This is an optimization exercise on Yosys and OpenROAD, whose aim is small area, not a production implementation.
The RTL was checked by simulation tests, not by an equivalence proof against the original design.
Power and IR drop assume default switching activity.

Design OpdDemodulator, start of the top module:
module OpdDemodulator (
    input logic clk,
    input logic reset,
    input logic tick_i,
    input logic signed [23:0] ref_i,   
    input logic signed [23:0] sig_i,   
    output logic signed [23:0] x_o,
    output logic signed [23:0] y_o,
    output logic signed [31:0] phi_o,
    output logic signed [24:0] r_o,
    output logic done_o
);
clock: 15.0 ns
lec_check: 0
abc_area: 1
cap_margin: 20
core_margin: 2
core_utilization: 70
cts_buf_list: sky130_fd_sc_hd__clkbuf_8
cts_cluster_diameter: 45
cts_cluster_size: 18
place_density: 0.8
slew_margin: 20
cts_args: -sink_clustering_enable -repair_clock_nets -sink_clustering_size 18 -sink_clustering_max_diameter 45 -buf_list sky130_fd_sc_hd__clkbuf_8 -dont_use_dummy_load
buffer_ports_args: -buffer_cell sky130_fd_sc_hd__buf_1
standard.sh (not shown) runs the stock make flow with config.mk's settings and CLKGATE_MAP_FILE= SYNTH_SCRIPT=/design/flow/synth_recipe.tcl, a recipe that flattens the netlist after the stock synthesis.
==> flow/flow/run.sh <==
#!/bin/bash
# Own layout flow: the standard layout (standard.sh, standard synthesis included) with two
# changes to how the layout is made:
#  - the clock tree is built without dummy balancing loads (CTS -dont_use_dummy_load), with the
#    same sink clustering and buffer list as config.mk asks for;
#  - the port buffers that the standard flow puts on every input and output are buf_1 cells.
# make's full output goes to standard.log here; ORFS keeps each step's log under orfs/logs.
set -euo pipefail
cd "$(dirname "$0")/.."
cat >> config.mk <<'EOT'
export CTS_ARGS = -sink_clustering_enable -repair_clock_nets -sink_clustering_size 18 -sink_clustering_max_diameter 45 -buf_list sky130_fd_sc_hd__clkbuf_8 -dont_use_dummy_load
export BUFFER_PORTS_ARGS = -buffer_cell sky130_fd_sc_hd__buf_1
EOT
bash standard.sh finish > standard.log 2>&1
The baseline finished with timing, DRC and antenna clean.
Rerun with:
--- a/flow/flow/run.sh
+++ b/flow/flow/run.sh
@@ -11 +11 @@
-export CTS_ARGS = -sink_clustering_enable -repair_clock_nets -sink_clustering_size 18 -sink_clustering_max_diameter 45 -buf_list sky130_fd_sc_hd__clkbuf_8 -dont_use_dummy_load
+export CTS_ARGS = -sink_clustering_enable -repair_clock_nets -sink_clustering_size 20 -sink_clustering_max_diameter 45 -buf_list sky130_fd_sc_hd__clkbuf_8 -dont_use_dummy_load
- CORE_UTILIZATION: 70 -> 60
- CTS_ARGS: -sink_clustering_enable -repair_clock_nets -sink_clustering_size 18 -sink_clustering_max_diameter 45 -buf_list sky130_fd_sc_hd__clkbuf_8 -dont_use_dummy_load -> -sink_clustering_enable -repair_clock_nets -sink_clustering_size 20 -sink_clustering_max_diameter 45 -buf_list sky130_fd_sc_hd__clkbuf_8 -dont_use_dummy_load
- CTS_CLUSTER_SIZE: 18 -> 20
- PLACE_DENSITY: 0.8 -> 0.7
=>
- The new run ran to the end with no violations
- routed wire length decreases by 13%
- via count decreases by 5.9%
- worst hold slack gets better by 3.1 ps
Rerun with:
--- a/flow/flow/run.sh
+++ b/flow/flow/run.sh
@@ -11 +11 @@
-export CTS_ARGS = -sink_clustering_enable -repair_clock_nets -sink_clustering_size 20 -sink_clustering_max_diameter 45 -buf_list sky130_fd_sc_hd__clkbuf_8 -dont_use_dummy_load
+export CTS_ARGS = -sink_clustering_enable -repair_clock_nets -sink_clustering_size 18 -sink_clustering_max_diameter 45 -buf_list sky130_fd_sc_hd__clkbuf_8 -dont_use_dummy_load
- ABC_AREA: 1 -> not set
- CTS_ARGS: -sink_clustering_enable -repair_clock_nets -sink_clustering_size 20 -sink_clustering_max_diameter 45 -buf_list sky130_fd_sc_hd__clkbuf_8 -dont_use_dummy_load -> -sink_clustering_enable -repair_clock_nets -sink_clustering_size 18 -sink_clustering_max_diameter 45 -buf_list sky130_fd_sc_hd__clkbuf_8 -dont_use_dummy_load
- CTS_CLUSTER_SIZE: 20 -> 18
The changed run finished clean.
Synthesized cell count fell by 11%.
Global-route usage fell by 1.7 points.
Total power fell by 1.2%.
Wire length fell by 6.2%.
Clock power rose by about 3%.
Cell area rose by 1.1%.
Utilization is about the same.
Via count fell by 6.0%.
Clock-buffer cell count rose by 12.
Rerun with:
- CORE_UTILIZATION: 60 -> 70
- PLACE_DENSITY: 0.7 -> 0.8
Result: Combinational power went down slightly; core utilization went up by 11 points; register-to-register slack is worse by 170 ps; die area went down by about a fifth.

OpdDemodulator again, from the RTL that the note above started with.
==> flow/design.v (excerpt) <==
module OpdDemodulator (
    input logic clk,
    input logic reset,
    input logic tick_i,
    input logic signed [23:0] ref_i,   
    input logic signed [23:0] sig_i,   
    output logic signed [23:0] x_o,
    output logic signed [23:0] y_o,
    output logic signed [31:0] phi_o,
    output logic signed [24:0] r_o,
    output logic done_o
);
==> flow/config.mk <==
export PLATFORM = sky130hd
export DESIGN_NAME = OpdDemodulator
export DESIGN_NICKNAME = OpdDemodulator
export VERILOG_FILES = /design/flow/design.v
export SDC_FILE = /design/flow/constraint.sdc
export NUM_CORES = 4
export LEC_CHECK = 0
export ABC_AREA = 1
export CAP_MARGIN = 20
export CORE_MARGIN = 2
export CORE_UTILIZATION = 65
export CTS_BUF_LIST = sky130_fd_sc_hd__clkbuf_8
export CTS_CLUSTER_DIAMETER = 45
export CTS_CLUSTER_SIZE = 18
export PLACE_DENSITY = 0.75
export SLEW_MARGIN = 20
export CTS_ARGS = -sink_clustering_enable -repair_clock_nets -sink_clustering_size 18 -sink_clustering_max_diameter 45 -buf_list sky130_fd_sc_hd__clkbuf_8 -dont_use_dummy_load
export BUFFER_PORTS_ARGS = -buffer_cell sky130_fd_sc_hd__buf_1
==> flow/constraint.sdc <==
create_clock -name core_clock -period 15.0 [get_ports {clk}]
set_input_delay 3.0000 -clock core_clock [delete_from_list [all_inputs] [get_ports {clk}]]
set_output_delay 3.0000 -clock core_clock [all_outputs]
set_load 0.01 [all_outputs]
==> flow/flow/run.sh <==
#!/bin/bash
# Own layout flow: the standard layout (standard.sh, standard synthesis included) with two
# changes to how the layout is made:
#  - the clock tree is built without dummy balancing loads (CTS -dont_use_dummy_load), with the
#    same sink clustering and buffer list as config.mk asks for;
#  - the port buffers that the standard flow puts on every input and output are buf_1 cells.
# make's full output goes to standard.log here; ORFS keeps each step's log under orfs/logs.
set -euo pipefail
cd "$(dirname "$0")/.."
cat >> config.mk <<'EOT'
export CTS_ARGS = -sink_clustering_enable -repair_clock_nets -sink_clustering_size 18 -sink_clustering_max_diameter 45 -buf_list sky130_fd_sc_hd__clkbuf_8 -dont_use_dummy_load
export BUFFER_PORTS_ARGS = -buffer_cell sky130_fd_sc_hd__buf_1
EOT
bash standard.sh finish > standard.log 2>&1
The starting point completed with no timing, DRC or antenna violations.
==> next run, changes <==
CORE_UTILIZATION = 60   (was 65)
PLACE_DENSITY = 0.7   (was 0.75)
Routed wire length came out lower by a few percent.
Synthesized cell count is unchanged.
Power came out higher slightly.

## P
Another version of the RTL of OpdDemodulator (not shown whole).
Size in the first run: roughly 5300 cells after synthesis, about 2900 flip-flops.
==> flow/config.mk <==
export PLATFORM = sky130hd
export DESIGN_NAME = OpdDemodulator
export DESIGN_NICKNAME = OpdDemodulator
export VERILOG_FILES = /design/flow/design.v
export SDC_FILE = /design/flow/constraint.sdc
export NUM_CORES = 4
export LEC_CHECK = 0
export CAP_MARGIN = 20
export CORE_MARGIN = 2
export CORE_UTILIZATION = 60
export CTS_BUF_LIST = sky130_fd_sc_hd__clkbuf_8
export CTS_CLUSTER_DIAMETER = 50
export CTS_CLUSTER_SIZE = 20
export PLACE_DENSITY = 0.7
export SLEW_MARGIN = 20
export CTS_ARGS = -sink_clustering_enable -repair_clock_nets -sink_clustering_size 20 -sink_clustering_max_diameter 50 -buf_list sky130_fd_sc_hd__clkbuf_8 -dont_use_dummy_load
export BUFFER_PORTS_ARGS = -buffer_cell sky130_fd_sc_hd__buf_1
==> flow/constraint.sdc <==
create_clock -name core_clock -period 15.0 [get_ports {clk}]
set_input_delay 3.0000 -clock core_clock [delete_from_list [all_inputs] [get_ports {clk}]]
set_output_delay 3.0000 -clock core_clock [all_outputs]
set_load 0.01 [all_outputs]
==> flow/flow/run.sh <==
#!/bin/bash
# Own layout flow: the standard layout (standard.sh, standard synthesis included) with two
# changes to how the layout is made:
#  - the clock tree is built without dummy balancing loads (CTS -dont_use_dummy_load), with the
#    same sink clustering and buffer list as config.mk asks for;
#  - the port buffers that the standard flow puts on every input and output are buf_1 cells.
# make's full output goes to standard.log here; ORFS keeps each step's log under orfs/logs.
set -euo pipefail
cd "$(dirname "$0")/.."
cat >> config.mk <<'EOT'
export CTS_ARGS = -sink_clustering_enable -repair_clock_nets -sink_clustering_size 20 -sink_clustering_max_diameter 50 -buf_list sky130_fd_sc_hd__clkbuf_8 -dont_use_dummy_load
export BUFFER_PORTS_ARGS = -buffer_cell sky130_fd_sc_hd__buf_1
EOT
bash standard.sh finish > standard.log 2>&1
P | stages: all done | timing, DRC, antenna: all pass
The inputs of S differ from those of P as listed below.
- CTS_ARGS: -sink_clustering_enable -repair_clock_nets -sink_clustering_size 20 -sink_clustering_max_diameter 50 -buf_list sky130_fd_sc_hd__clkbuf_8 -dont_use_dummy_load -> -sink_clustering_enable -repair_clock_nets -sink_clustering_size 30 -sink_clustering_max_diameter 60 -buf_list sky130_fd_sc_hd__clkbuf_16 -dont_use_dummy_load
- CTS_CLUSTER_DIAMETER: 50 -> 60
- CTS_BUF_LIST: sky130_fd_sc_hd__clkbuf_8 -> sky130_fd_sc_hd__clkbuf_16
- CTS_CLUSTER_SIZE: 20 -> 30
--- a/flow/flow/run.sh
+++ b/flow/flow/run.sh
@@ -11 +11 @@
-export CTS_ARGS = -sink_clustering_enable -repair_clock_nets -sink_clustering_size 20 -sink_clustering_max_diameter 50 -buf_list sky130_fd_sc_hd__clkbuf_8 -dont_use_dummy_load
+export CTS_ARGS = -sink_clustering_enable -repair_clock_nets -sink_clustering_size 30 -sink_clustering_max_diameter 60 -buf_list sky130_fd_sc_hd__clkbuf_16 -dont_use_dummy_load
Notes after the runs:
Power density normalized to cell area was lower in the run labelled P.
Going from P to S, minimum period implied by the final worst setup slack rose 0.045 ns; post-synthesis share of cell area spent on full adders, half adders and majority gates about even.
Routed length on met1 (S over P): increase, about 0.9%
Wire length after detailed routing came out higher on S than on P.

## separate check: timing with driven ports
In the flow no input, the clock included, has a driving cell. The finished layouts below were timed again as built, in two steps. Step 1 (the two cells are an assumption about what drives the block):
set clk [get_ports {clk}]
set_driving_cell -lib_cell sky130_fd_sc_hd__clkbuf_16 $clk
set_driving_cell -lib_cell sky130_fd_sc_hd__buf_2 [delete_from_list [all_inputs] $clk]
Step 2, shift: input delay + t, output delay - t, t = (earliest + latest rising clock arrival at the registers) / 2. This alone moves slack from input paths to output paths. a / b / c = ideal / step 1 / step 2; a / b = the first two.
run	t, ns	setup WS [ns]	slew at the worst register clock pin (ns)	worst data-port slew with drivers (ns)	pins driven straight from the clock port
the first run of note 1	0.946	0.692 / 0.692 / 0.692	0.11 / 0.11	0.16	1
the second run of note 1	0.952	0.724 / 0.724 / 0.724	0.11 / 0.11	0.07	1
the third run of note 1	0.961	0.585 / 0.585 / 0.585	0.11 / 0.11	0.09	1
the fourth run of note 1	0.960	0.412 / 0.412 / 0.412	0.11 / 0.11	0.08	1
the first run of note 2	0.937	0.592 / 0.592 / 0.592	0.12 / 0.12	0.08	1
the second run of note 2	0.948	0.780 / 0.780 / 0.780	0.11 / 0.11	0.07	1
P	0.972	0.601 / 0.601 / 0.601	0.12 / 0.12	0.08	1
S	0.835	0.556 / 0.556 / 0.556	0.11 / 0.11	0.08	1
After both steps setup and hold are still met in every run listed.
